This is an optimization exercise on Yosys and OpenROAD, whose aim is small area, a short achievable clock period and few clock cycles, not a production implementation. At most, simulation tests tie the RTL to the original design; equivalence was not proved. Power is estimated from default activity; no workload was simulated.

Design Processor, start of the top module:
module Processor (
    input CLK,
    input reset,
    output [31:0] imem_addr,
    input  [31:0] imem_rdata,
    output [31:0] dmem_addr,
    output [31:0] dmem_wdata,
    output        dmem_we,
    output        dmem_re,
    input  [31:0] dmem_rdata
);
==> module Processor, before the edit <==
module Processor (
    input CLK,
    input reset,
    output [31:0] imem_addr,
    input  [31:0] imem_rdata,
    output [31:0] dmem_addr,
    output [31:0] dmem_wdata,
    output        dmem_we,
    output        dmem_re,
    input  [31:0] dmem_rdata
);
    reg        we_e, st_e, ld_e, jalr_e, br_e;
    reg        pt_e;
    reg [3:0]  rd_e;
    reg [2:0]  f3_e;
    reg        sub_e, sra_e, selalt_e;
    reg [31:0] a_e;
    reg [31:0] b_e;        
    reg [31:0] alt_e;      
    wire [32:0] sum;
    skl_add #(32) u_sum (.a(a_e), .b(b_e), .cin(sub_e), .s(sum[31:0]), .cout(sum[32]));
    wire eq  = &(a_e ^ b_e);
    wire ltu = ~sum[32];
    wire lt  = (a_e[31] == b_e[31]) ? a_e[31] : sum[31];
    wire left = ~f3_e[2];
    reg [31:0] a_rev;
    integer i;
    always @(*) for (i = 0; i < 32; i = i + 1) a_rev[i] = a_e[31 - i];
    wire [31:0] sh_in = left ? a_rev : a_e;
    wire fill = sra_e & a_e[31] & ~left;
    reg [31:0] sh_w;
    always @(*) begin
        sh_w = sh_in;
        if (b_e[0]) sh_w = {{1{fill}}, sh_w[31:1]};
        if (b_e[1]) sh_w = {{2{fill}}, sh_w[31:2]};
        if (b_e[2]) sh_w = {{4{fill}}, sh_w[31:4]};
        if (b_e[3]) sh_w = {{8{fill}}, sh_w[31:8]};
        if (b_e[4]) sh_w = {{16{fill}}, sh_w[31:16]};
    end
    reg [31:0] sh_rev;
    always @(*) for (i = 0; i < 32; i = i + 1) sh_rev[i] = sh_w[31 - i];
    wire [31:0] shres = left ? sh_rev : sh_w;
    reg [31:0] alu;
    always @(*) begin
        case (f3_e)
            3'b000: alu = sum[31:0];
            3'b001: alu = shres;
            3'b010: alu = {31'd0, lt};
            3'b011: alu = {31'd0, ltu};
            3'b100: alu = a_e ^ b_e;
            3'b101: alu = shres;
            3'b110: alu = a_e | b_e;
            default: alu = a_e & b_e;
        endcase
    end
    wire [31:0] res_e = ld_e ? dmem_rdata : selalt_e ? alt_e : alu;
    reg cond;
    always @(*) begin
        case (f3_e)
            3'b000: cond = eq;
            3'b001: cond = ~eq;
            3'b100: cond = lt;
            3'b101: cond = ~lt;
            3'b110: cond = ltu;
            3'b111: cond = ~ltu;
            default: cond = 1'b0;
        endcase
    end
    wire mispred = br_e & (cond ^ pt_e);
    wire redirect = mispred | jalr_e;
    wire [31:0] rtgt = jalr_e ? sum[31:0] : alt_e;
    assign dmem_addr = sum[31:0];
    assign dmem_wdata = alt_e;
    assign dmem_we = st_e;
    assign dmem_re = ld_e;
    reg [31:0] rf [1:15];
    always @(posedge CLK) begin
        if (we_e) rf[rd_e] <= res_e;
    end
    reg [31:0] pc;
    wire [31:0] ins = imem_rdata;
    wire [6:0] op = ins[6:0];
    wire [2:0] f3 = ins[14:12];
    wire is_r    = (op == 7'b0110011);
    wire is_i    = (op == 7'b0010011);
    wire is_ld   = (op == 7'b0000011);
    wire is_st   = (op == 7'b0100011);
    wire is_br   = (op == 7'b1100011);
    wire is_jal  = (op == 7'b1101111);
    wire is_jalr = (op == 7'b1100111);
    wire is_lui  = (op == 7'b0110111);
    wire is_aui  = (op == 7'b0010111);
    wire [3:0] ra1 = ins[18:15];
    wire [3:0] ra2 = ins[23:20];
    wire [3:0] rd  = ins[10:7];
    reg [31:0] rf1, rf2;
    integer k;
    always @(*) begin
        rf1 = 32'd0;
        rf2 = 32'd0;
        for (k = 1; k < 16; k = k + 1) begin
            rf1 = rf1 | ({32{ra1 == k}} & rf[k]);
            rf2 = rf2 | ({32{ra2 == k}} & rf[k]);
        end
    end
    wire [31:0] rs1 = (we_e && rd_e == ra1) ? res_e : rf1;
    wire [31:0] rs2 = (we_e && rd_e == ra2) ? res_e : rf2;
    wire [31:0] imm_b = {{20{ins[31]}}, ins[7], ins[30:25], ins[11:8], 1'b0};
    wire [31:0] imm_j = {{12{ins[31]}}, ins[19:12], ins[20], ins[30:21], 1'b0};
    wire [31:0] imm_u = {ins[31:12], 12'b0};
    wire [31:0] pc4;
    wire pc4_co;
    skl_add #(30) u_pc4 (.a(pc[31:2]), .b(30'd1), .cin(1'b0), .s(pc4[31:2]), .cout(pc4_co));
    assign pc4[1:0] = pc[1:0];
    wire [31:0] imm_t = ins[3] ? imm_j : ~ins[6] ? imm_u : imm_b;
    wire [31:0] tgt;
    wire tgt_co;
    skl_add #(32) u_tgt (.a(pc), .b(imm_t), .cin(1'b0), .s(tgt), .cout(tgt_co));
    wire pt = is_jal | (is_br & ins[31]);
    wire sub_f = (is_r & ins[30] & (f3 == 3'b000)) | ((is_r | is_i) & (f3[2:1] == 2'b01)) | is_br;
    wire [31:0] srcb_f = (is_r | is_br) ? rs2 : {{20{ins[31]}}, ins[31:25], is_st ? ins[11:7] : ins[24:20]};
    assign imem_addr = pc;
    always @(posedge CLK or posedge reset) begin
        if (reset) pc <= 32'd0;
        else if (redirect) pc <= rtgt;
        else if (pt) pc <= tgt;
        else pc <= pc4;
    end
    wire kill = redirect;    
    always @(posedge CLK or posedge reset) begin
        if (reset) begin
            we_e <= 1'b0; st_e <= 1'b0; ld_e <= 1'b0; jalr_e <= 1'b0; br_e <= 1'b0;
        end else begin
            we_e   <= ~kill & (is_r | is_i | is_ld | is_jal | is_jalr | is_lui | is_aui) & (rd != 4'd0);
            st_e   <= ~kill & is_st;
            ld_e   <= ~kill & is_ld;
            jalr_e <= ~kill & is_jalr;
            br_e   <= ~kill & is_br;
        end
    end
    always @(posedge CLK) begin
        pt_e     <= pt;
        rd_e     <= rd;
        f3_e     <= (is_r | is_i | is_br) ? f3 : 3'b000;
        sub_e    <= sub_f;
        sra_e    <= ins[30];
        selalt_e <= is_jal | is_jalr | is_lui | is_aui;
        a_e      <= rs1;
        b_e      <= srcb_f ^ {32{sub_f}};
        alt_e    <= is_st ? rs2 : is_lui ? imm_u : (is_aui | (is_br & ~pt)) ? tgt : pc4;
    end
endmodule
export LEC_CHECK = 0
export CAP_MARGIN = 20
export CORE_MARGIN = 2
export CORE_UTILIZATION = 40
export SLEW_MARGIN = 20
create_clock -name core_clock -period 12.0 [get_ports {CLK}]
standard.sh (not shown) runs the stock make flow with config.mk's settings and CLKGATE_MAP_FILE= SYNTH_SCRIPT=/design/flow/synth_recipe.tcl, a recipe that flattens the netlist after the stock synthesis.
==> flow/flow/run.sh <==
#!/bin/bash
export SETUP_SLACK_MARGIN=6
export BUFFER_PORTS_ARGS="-buffer_cell sky130_fd_sc_hd__buf_2"
bash standard.sh > standard.log 2>&1
Testbench counts at the start, summed over its fixed seeds: cycles 108,335.
Rerun with:
--- a/flow/design.v
+++ b/flow/design.v
@@ -40,13 +40,15 @@
     reg [3:0]  rd_e;
     reg [2:0]  f3_e;
-    reg        sub_e, sra_e, selalt_e;
-    reg [31:0] a_e;
-    reg [31:0] b_e;        
+    reg        sub_e, sra_e, useb_e, selalt_e;
+    reg [31:0] a_e, b_e;
     reg [31:0] alt_e;      
+    reg [11:0] imm_e;
+    wire [31:0] immx_e = {{20{imm_e[11]}}, imm_e};
+    wire [31:0] srcb = useb_e ? b_e : immx_e;
     wire [32:0] sum;
-    skl_add #(32) u_sum (.a(a_e), .b(b_e), .cin(sub_e), .s(sum[31:0]), .cout(sum[32]));
-    wire eq  = &(a_e ^ b_e);
+    skl_add #(32) u_sum (.a(a_e), .b(sub_e ? ~srcb : srcb), .cin(sub_e), .s(sum[31:0]), .cout(sum[32]));
+    wire eq  = (sum[31:0] == 32'd0);
     wire ltu = ~sum[32];
-    wire lt  = (a_e[31] == b_e[31]) ? a_e[31] : sum[31];
+    wire lt  = (a_e[31] ^ srcb[31]) ? a_e[31] : sum[31];
     wire left = ~f3_e[2];
     reg [31:0] a_rev;
@@ -55,16 +57,8 @@
     wire [31:0] sh_in = left ? a_rev : a_e;
     wire fill = sra_e & a_e[31] & ~left;
-    reg [31:0] sh_w;
-    always @(*) begin
-        sh_w = sh_in;
-        if (b_e[0]) sh_w = {{1{fill}}, sh_w[31:1]};
-        if (b_e[1]) sh_w = {{2{fill}}, sh_w[31:2]};
-        if (b_e[2]) sh_w = {{4{fill}}, sh_w[31:4]};
-        if (b_e[3]) sh_w = {{8{fill}}, sh_w[31:8]};
-        if (b_e[4]) sh_w = {{16{fill}}, sh_w[31:16]};
-    end
+    wire [63:0] sh_w = {{32{fill}}, sh_in} >> srcb[4:0];
     reg [31:0] sh_rev;
     always @(*) for (i = 0; i < 32; i = i + 1) sh_rev[i] = sh_w[31 - i];
-    wire [31:0] shres = left ? sh_rev : sh_w;
+    wire [31:0] shres = left ? sh_rev : sh_w[31:0];
     reg [31:0] alu;
     always @(*) begin
@@ -74,8 +68,8 @@
             3'b010: alu = {31'd0, lt};
             3'b011: alu = {31'd0, ltu};
-            3'b100: alu = a_e ^ b_e;
+            3'b100: alu = a_e ^ srcb;
             3'b101: alu = shres;
-            3'b110: alu = a_e | b_e;
-            default: alu = a_e & b_e;
+            3'b110: alu = a_e | srcb;
+            default: alu = a_e & srcb;
         endcase
     end
@@ -95,7 +89,10 @@
     wire mispred = br_e & (cond ^ pt_e);
     wire redirect = mispred | jalr_e;
-    wire [31:0] rtgt = jalr_e ? sum[31:0] : alt_e;
-    assign dmem_addr = sum[31:0];
-    assign dmem_wdata = alt_e;
+    wire [31:0] addr;
+    wire addr_co;
+    skl_add #(32) u_addr (.a(a_e), .b(immx_e), .cin(1'b0), .s(addr), .cout(addr_co));
+    wire [31:0] rtgt = jalr_e ? addr : alt_e;
+    assign dmem_addr = addr;
+    assign dmem_wdata = b_e;
     assign dmem_we = st_e;
     assign dmem_re = ld_e;
@@ -144,6 +141,4 @@
     skl_add #(32) u_tgt (.a(pc), .b(imm_t), .cin(1'b0), .s(tgt), .cout(tgt_co));
     wire pt = is_jal | (is_br & ins[31]);
-    wire sub_f = (is_r & ins[30] & (f3 == 3'b000)) | ((is_r | is_i) & (f3[2:1] == 2'b01)) | is_br;
-    wire [31:0] srcb_f = (is_r | is_br) ? rs2 : {{20{ins[31]}}, ins[31:25], is_st ? ins[11:7] : ins[24:20]};
     assign imem_addr = pc;
     always @(posedge CLK or posedge reset) begin
@@ -169,10 +164,12 @@
         rd_e     <= rd;
         f3_e     <= (is_r | is_i | is_br) ? f3 : 3'b000;
-        sub_e    <= sub_f;
+        sub_e    <= (is_r & ins[30] & (f3 == 3'b000)) | ((is_r | is_i) & (f3[2:1] == 2'b01)) | is_br;
         sra_e    <= ins[30];
+        useb_e   <= is_r | is_br;
         selalt_e <= is_jal | is_jalr | is_lui | is_aui;
         a_e      <= rs1;
-        b_e      <= srcb_f ^ {32{sub_f}};
-        alt_e    <= is_st ? rs2 : is_lui ? imm_u : (is_aui | (is_br & ~pt)) ? tgt : pc4;
+        b_e      <= rs2;
+        imm_e    <= is_st ? {ins[31:25], ins[11:7]} : ins[31:20];
+        alt_e    <= is_lui ? imm_u : (is_aui | (is_br & ~pt)) ? tgt : pc4;
     end
 endmodule
What happened: The changed run finished with timing, DRC and antenna clean. Cell area hardly moves. Clock skew stays flat. Total power drops by a few percent. Via count drops by a little under a tenth. Combinational power goes down by about a fifth. Maximum frequency shrinks slightly. Sequential share of layout area climbs by 0.55 points. Register-to-register slack degrades by 0.46 ns. Sequential cell count increases by 12. Die area fell by a few percent.
Function not checked in the second run of this note: the RTL went through the layout flow alone.

## re-timing with driven ports
No port has a modelled driver above. Below, the same layouts with a new extraction and two added sets of constraints. Step 1 (the two cells are an assumption about what drives the block):
set clk [get_ports {CLK}]
set_driving_cell -lib_cell sky130_fd_sc_hd__clkbuf_16 $clk
set_driving_cell -lib_cell sky130_fd_sc_hd__buf_2 [delete_from_list [all_inputs] $clk]
Step 2 moves the port delays by t, midway between the first and last clock arrival at a register: inputs arrive t later, outputs are due t later. That takes back most of the time a late clock gives input paths. Three values: ideal, step 1, step 2; two values: the first two.
run | shift t [ns] | slack for setup (ns) | worst setup path after step 2 | pins driven straight from the clock port
the first run | 0.684 | 6.026 / 5.959 / 5.692 | input to register | 1
the second run | 0.686 | 5.953 / 5.913 / 5.507 | input to register | 1
After both steps every run listed still meets setup and hold. The setup slack of the second run, which loses most, moves by -0.040 ns with the drivers and by -0.446 ns with both steps.
